From an optimization exercise on the open Yosys and OpenROAD flow, aimed at small area; shortcuts taken in it are not production practice.
Only simulation tests tie the RTL to the original design; equivalence was not proved.
Power is estimated from default activity; no workload was simulated.

Setup of rev 12:
// home_automation
module home_automation (
    input clk,
    input rst,
    output trig,
    input echo,
    output scl,
    input sda_i,
    output sda_o,
    input [3:0] sw,
    output [2:0] led,
    output [7:0] temp
);
For scale: roughly 1,200 cells after synthesis, about 22 I/O pins, about 11,000 um2 of cells after synthesis.
Settings: LEC_CHECK=0, CAP_MARGIN=20, CORE_MARGIN=2, CORE_UTILIZATION=40, SLEW_MARGIN=20; clock period 30.0 ns.
run.sh (not shown) runs the stock make flow with config.mk's settings and CLKGATE_MAP_FILE= SYNTH_SCRIPT=/design/flow/synth_recipe.tcl, a recipe that flattens the netlist after the stock synthesis.
Rev 12 | stages: all done | timing, DRC, antenna: all pass
Relative to rev 12, the following input files were edited for rev 13:
--- a/flow/design.v
+++ b/flow/design.v
@@ -165,50 +165,64 @@
     reg [15:0] t1r, t2r, t3r;
     reg [31:0] p;
     reg [20:0] x;
     wire [15:0] t2 = {t2r[7:0], t2r[15:8]};
     wire ph0 = rd && tick && (cal_done ? (rp == 3'd3) : (rp == 3'd4)) && (bc[2] || (bc == 3'd3 && scl_out));
     wire lo = sample && (cal_done ? (rp == 3'd2) : (rp == 3'd5));
     wire hi = sample && cal_done && (rp == 3'd1);
     wire shr8 = adv && cal_done && (rp == 3'd2) && (bc == 0);
     wire cap = sample && (bc == 0) && (cal_done ? (rp == 3'd1) : (rp == 3'd5));
-    wire cph = (state == STOP) && !dc[4];
-    wire last = (state == STOP) && (dc == 11'd20);
+    wire cph = (rd && !scl_out && bc == 0 && (cal_done ? (rp == 3'd1) : (rp == 3'd5))) ||
+               ((state == STOP) && (dc[4:0] < 5'd13));
+    wire dsum = (state == STOP) && (dc[4:0] == 5'd13);
+    wire dstep = (state == STOP) && (dc[4:0] >= 5'd14) && (dc[4:0] <= 5'd18);
+    wire last = (state == STOP) && (dc[4:0] == 5'd20);
     wire t1bit = t1r[7] && !(lo && bc == 0);
     wire rbit = lo && cal_done && sda_i;
     wire dig_en = (ph0 || lo) && (t1bit ^ rbit);
     wire dig_neg = (ph0 || lo) && t1bit && !rbit;
+    wire dq = (p[9:0] >= 10'd400);
     reg [34:0] yv;
     always @(*) begin
         yv = 35'd0;
         if (ph0 || lo) yv[31:0] = {{16{dig_neg}}, ({16{dig_en}} & t2) ^ {16{dig_neg}}};
         if (hi && sda_i) yv[23:8] = t2;
         if (cph && t3r[7]) yv[20:0] = x;
-        if (last) yv[33:13] = x;
-    end
-    wire [34:0] s = {2'b00, p, 1'b0} + yv + {34'd0, dig_neg};
-    wire step = ph0 || lo || hi || cph;
+        if (dsum) yv[33:13] = x;
+        if (dstep && dq) yv[9:0] = 10'd225;
+    end
+    wire [34:0] av = {2'b00, p, 1'b0};
+    wire [35:0] cy;
+    wire [34:0] s;
+    assign cy[0] = dig_neg;
+    genvar gi;
+    generate
+        for (gi = 0; gi < 35; gi = gi + 1) begin : rca
+            assign s[gi] = av[gi] ^ yv[gi] ^ cy[gi];
+            assign cy[gi + 1] = (av[gi] & yv[gi]) | (av[gi] & cy[gi]) | (yv[gi] & cy[gi]);
+        end
+    endgenerate
+    wire step = ph0 || lo || hi || cph || dstep;
     always @(posedge clk) begin
         if (state == IDLE || cap) p <= 32'd0;
         else if (shr8) p <= {8'd0, p[31:8]};
+        else if (dsum) p[9:0] <= s[34:25];
         else if (step) p <= s[31:0];
         if (cap) x <= s[31:11];
         if (sample && !cal_done && rp[2:1] == 2'b00) t1r <= {t1r[14:0], sda_i};
         else if (ph0 || (lo && bc != 0)) t1r <= {t1r[14:0], t1r[15]};
         if (sample && !cal_done && rp[2:1] == 2'b01) t2r <= {t2r[14:0], sda_i};
         if (sample && !cal_done && rp[2:1] == 2'b10) t3r <= {t3r[14:0], sda_i};
         else if (cph) t3r <= {t3r[14:0], t3r[15]};
     end
-    wire [9:0] u = s[34:25];
-    wire [4:0] q = u / 5'd25;
     always @(posedge clk or posedge rst) begin
         if (rst) tempr <= 0;
-        else if (last) tempr <= q;
+        else if (last) tempr <= p[4:0];
     end
     assign temp = {3'b000, tempr};
     reg code_ok;
     reg [14:0] bcnt;
     reg blink_r;
     reg light_r, fan_r;
     always @(posedge clk or posedge rst) begin
         if (rst) code_ok <= 0;
         else code_ok <= (sw == 4'b1010);
Notes after the runs:
- From rev 12 to rev 13 the numbers moved as follows: critical path buffer and inverter count grew by 3; utilization ~0 delta; synthesized cell count saw a decrease.
- A dominant combinational cell family by area after synthesis of simple AND/OR/NAND/NOR gates is what rev 13 shows, while compound AO/OA/AOI/OAI gates belongs to rev 12.
- Going from rev 12 to rev 13, instance area at placement shrank by more than 10%.
- Rev 13 ends up with a all-layer global routing usage that is 2.7 points lower than in rev 12.

* * *

## job 3144
Another version of the RTL of home_automation (not shown whole).
Size in the first run: about 170 flip-flops, about 22 I/O pins, ~8600 µm² of cells after synthesis.
clock: 30.0 ns
lec_check: 0
cap_margin: 20
core_margin: 2
core_utilization: 65
cts_buf_list: sky130_fd_sc_hd__clkbuf_8
slew_margin: 20
#### Input delta (job 4398 over job 3144)
--- a/flow/design.v
+++ b/flow/design.v
@@ -43,69 +43,72 @@
         end
     end
     always @(posedge clk) begin
         if (echo && !meas) dur <= 0;
         else if (echo && dur != 6'd59) dur <= dur + 1'b1;
     end
     localparam [2:0] S_IDLE = 3'b000, S_START = 3'b001, S_RS = 3'b010, S_STOP = 3'b011,
                      S_SA = 3'b100, S_SR = 3'b101, S_RA = 3'b110, S_RD = 3'b111;
     reg [2:0] state;
-    reg [10:0] dc;
+    reg [4:0] dc;
     reg [2:0] bc;
     reg [2:0] bn;
     reg cal_done;
     reg scl_out, sda_out;
     reg [4:0] tempr;
     wire bus = state[2];
     wire tick = bus && dc[1];
-    wire wdone = (state == S_IDLE) ? (dc[10] & dc[9] & dc[8] & dc[7] & dc[6] & dc[4]) : (dc[4] & dc[2]);
+    wire idle = (state == S_IDLE);
+    wire iblk = idle && (dc == 5'd31);
+    wire wdone = idle ? (bn == 3'd5 && bc == 3'd1 && dc == 5'd16) : (dc[4] & dc[2]);
     wire rd = (state == S_RD);
     wire sample = rd && tick && scl_out;
     wire adv = rd && tick && !scl_out;
     wire bdec = tick && !scl_out;
     wire bend = bdec && (bc == 3'd0);
     wire [7:0] sdata = (state == S_SA) ? 8'hDC : (cal_done ? 8'hFA : 8'h88);
     always @(posedge clk or posedge rst) begin
         if (rst) begin
             state <= S_IDLE;
             scl_out <= 1;
             sda_out <= 1;
             dc <= 0;
             bc <= 3'd7;
+            bn <= 3'd6;
             cal_done <= 0;
         end else begin
-            dc <= (bus ? dc[1] : wdone) ? 11'd0 : dc + 1'b1;
+            dc <= (bus ? dc[1] : wdone) ? 5'd0 : dc + 1'b1;
             if (tick) scl_out <= ~scl_out;
-            if (bdec) bc <= bc - 1'b1;
+            if (bdec || iblk) bc <= bc - 1'b1;
+            else if (state == S_START && wdone) bc <= 3'd7;
             if (tick && scl_out && !state[1]) sda_out <= sdata[bc];
             if (!bus && wdone) begin
                 case (state)
                     S_IDLE: state <= S_START;
                     S_START: begin state <= S_SA; sda_out <= 0; end
                     S_RS: begin state <= S_RA; sda_out <= 1; end
                     default: begin state <= S_IDLE; sda_out <= 0; scl_out <= 0; end
                 endcase
             end
+            if (bend) bn <= (state == S_RA) ? {1'b0, cal_done, cal_done} : bn + 1'b1;
+            else if (iblk && bc == 3'd0) bn <= bn + 1'b1;
             if (bend) begin
                 case (state)
                     S_SA: state <= S_SR;
                     S_SR: state <= S_RS;
                     S_RA: state <= S_RD;
                     default: if (bn == 3'd5) begin
                         state <= S_STOP;
                         cal_done <= 1;
                     end
                 endcase
             end
         end
-    end
-    always @(posedge clk) begin
-        if (bend) bn <= (state == S_RA) ? {1'b0, cal_done, cal_done} : bn + 1'b1;
     end
     assign scl = scl_out;
     assign sda_o = sda_out;
     reg [15:0] t1r, t2r, t3r;
     reg [31:0] p;
     reg [20:0] x;
     wire [15:0] t2 = {t2r[7:0], t2r[15:8]};
     wire ph0 = rd && tick && (cal_done ? (bn == 3'd3) : (bn == 3'd4)) && (bc[2] || (bc == 3'd3 && scl_out));
     wire lo = sample && (cal_done ? (bn == 3'd4) : (bn == 3'd5));
==> notes.md <==
Job 3144 reached the end of the flow, and the finished layout is clean on the timing, DRC and antenna checks.
Job 4398: done, clean on timing, DRC and antenna
Non-clock buffer count | job 4398 below job 3144
Summary of job 4398 over job 3144: part of the power in combinational logic increased by 0.2 points relative to the old numbers, depth of the worst register-to-register path increased by 2 relative to the old numbers, sequential power share decreased by 0.4 points relative to the old numbers.
Compared with job 3144, job 4398 shows a higher compound-cell area share of the yosys netlist.
Lower critical path data arrival time among job 4398 and job 3144: job 4398
Job 4398 reports a higher cell count along the critical path than job 3144 does.
Compare job 4398 and job 3144 | mapped cell area higher: job 3144
Fraction of the cycle the final worst path needs, job 4398 and job 3144: lower on job 4398
Row shortest period the worst path allows: job 4398 lower / job 3144 higher
Compare job 4398 and job 3144 | relative contribution of the clock network to total power higher: job 4398
Measured against each other, job 4398 and job 3144 differ in arithmetic-cell share of the synthesized area counting full adders, half adders and majority gates, the lower figure coming from job 3144.
In job 4398, the via count came out 221 below the value in job 3144.

[re-timing with driven ports]
The flow's constraints put no driver on any port. The routed layouts listed below were extracted and timed again, unchanged, in two steps. Step 1 (the two cells are an assumption about what drives the block):
set clk [get_ports {clk}]
set_driving_cell -lib_cell sky130_fd_sc_hd__clkbuf_16 $clk
set_driving_cell -lib_cell sky130_fd_sc_hd__buf_2 [delete_from_list [all_inputs] $clk]
Step 2 adds t to the input delays and takes it off the output delays; t is the mean of the earliest and latest rising clock arrival at the registers after step 1. Input paths then give back, and output paths get back, about the clock's delay inside the block. Slacks: ideal ports / drivers / drivers and shift; pairs: ideal ports / drivers.
run	t (ns)	setup slack, ns	worst slew at a driven data input, ns
rev 12	0.483	16.837 / 16.865 / 16.382	0.04
rev 13	0.475	11.130 / 11.153 / 10.678	0.03
job 3144	0.489	9.695 / 9.709 / 9.220	0.03
job 4398	0.512	9.858 / 9.868 / 9.357	0.04
After both steps every run listed still meets setup and hold. The setup slack of job 4398, which loses most, moves by +0.010 ns with the drivers and by -0.501 ns with both steps.
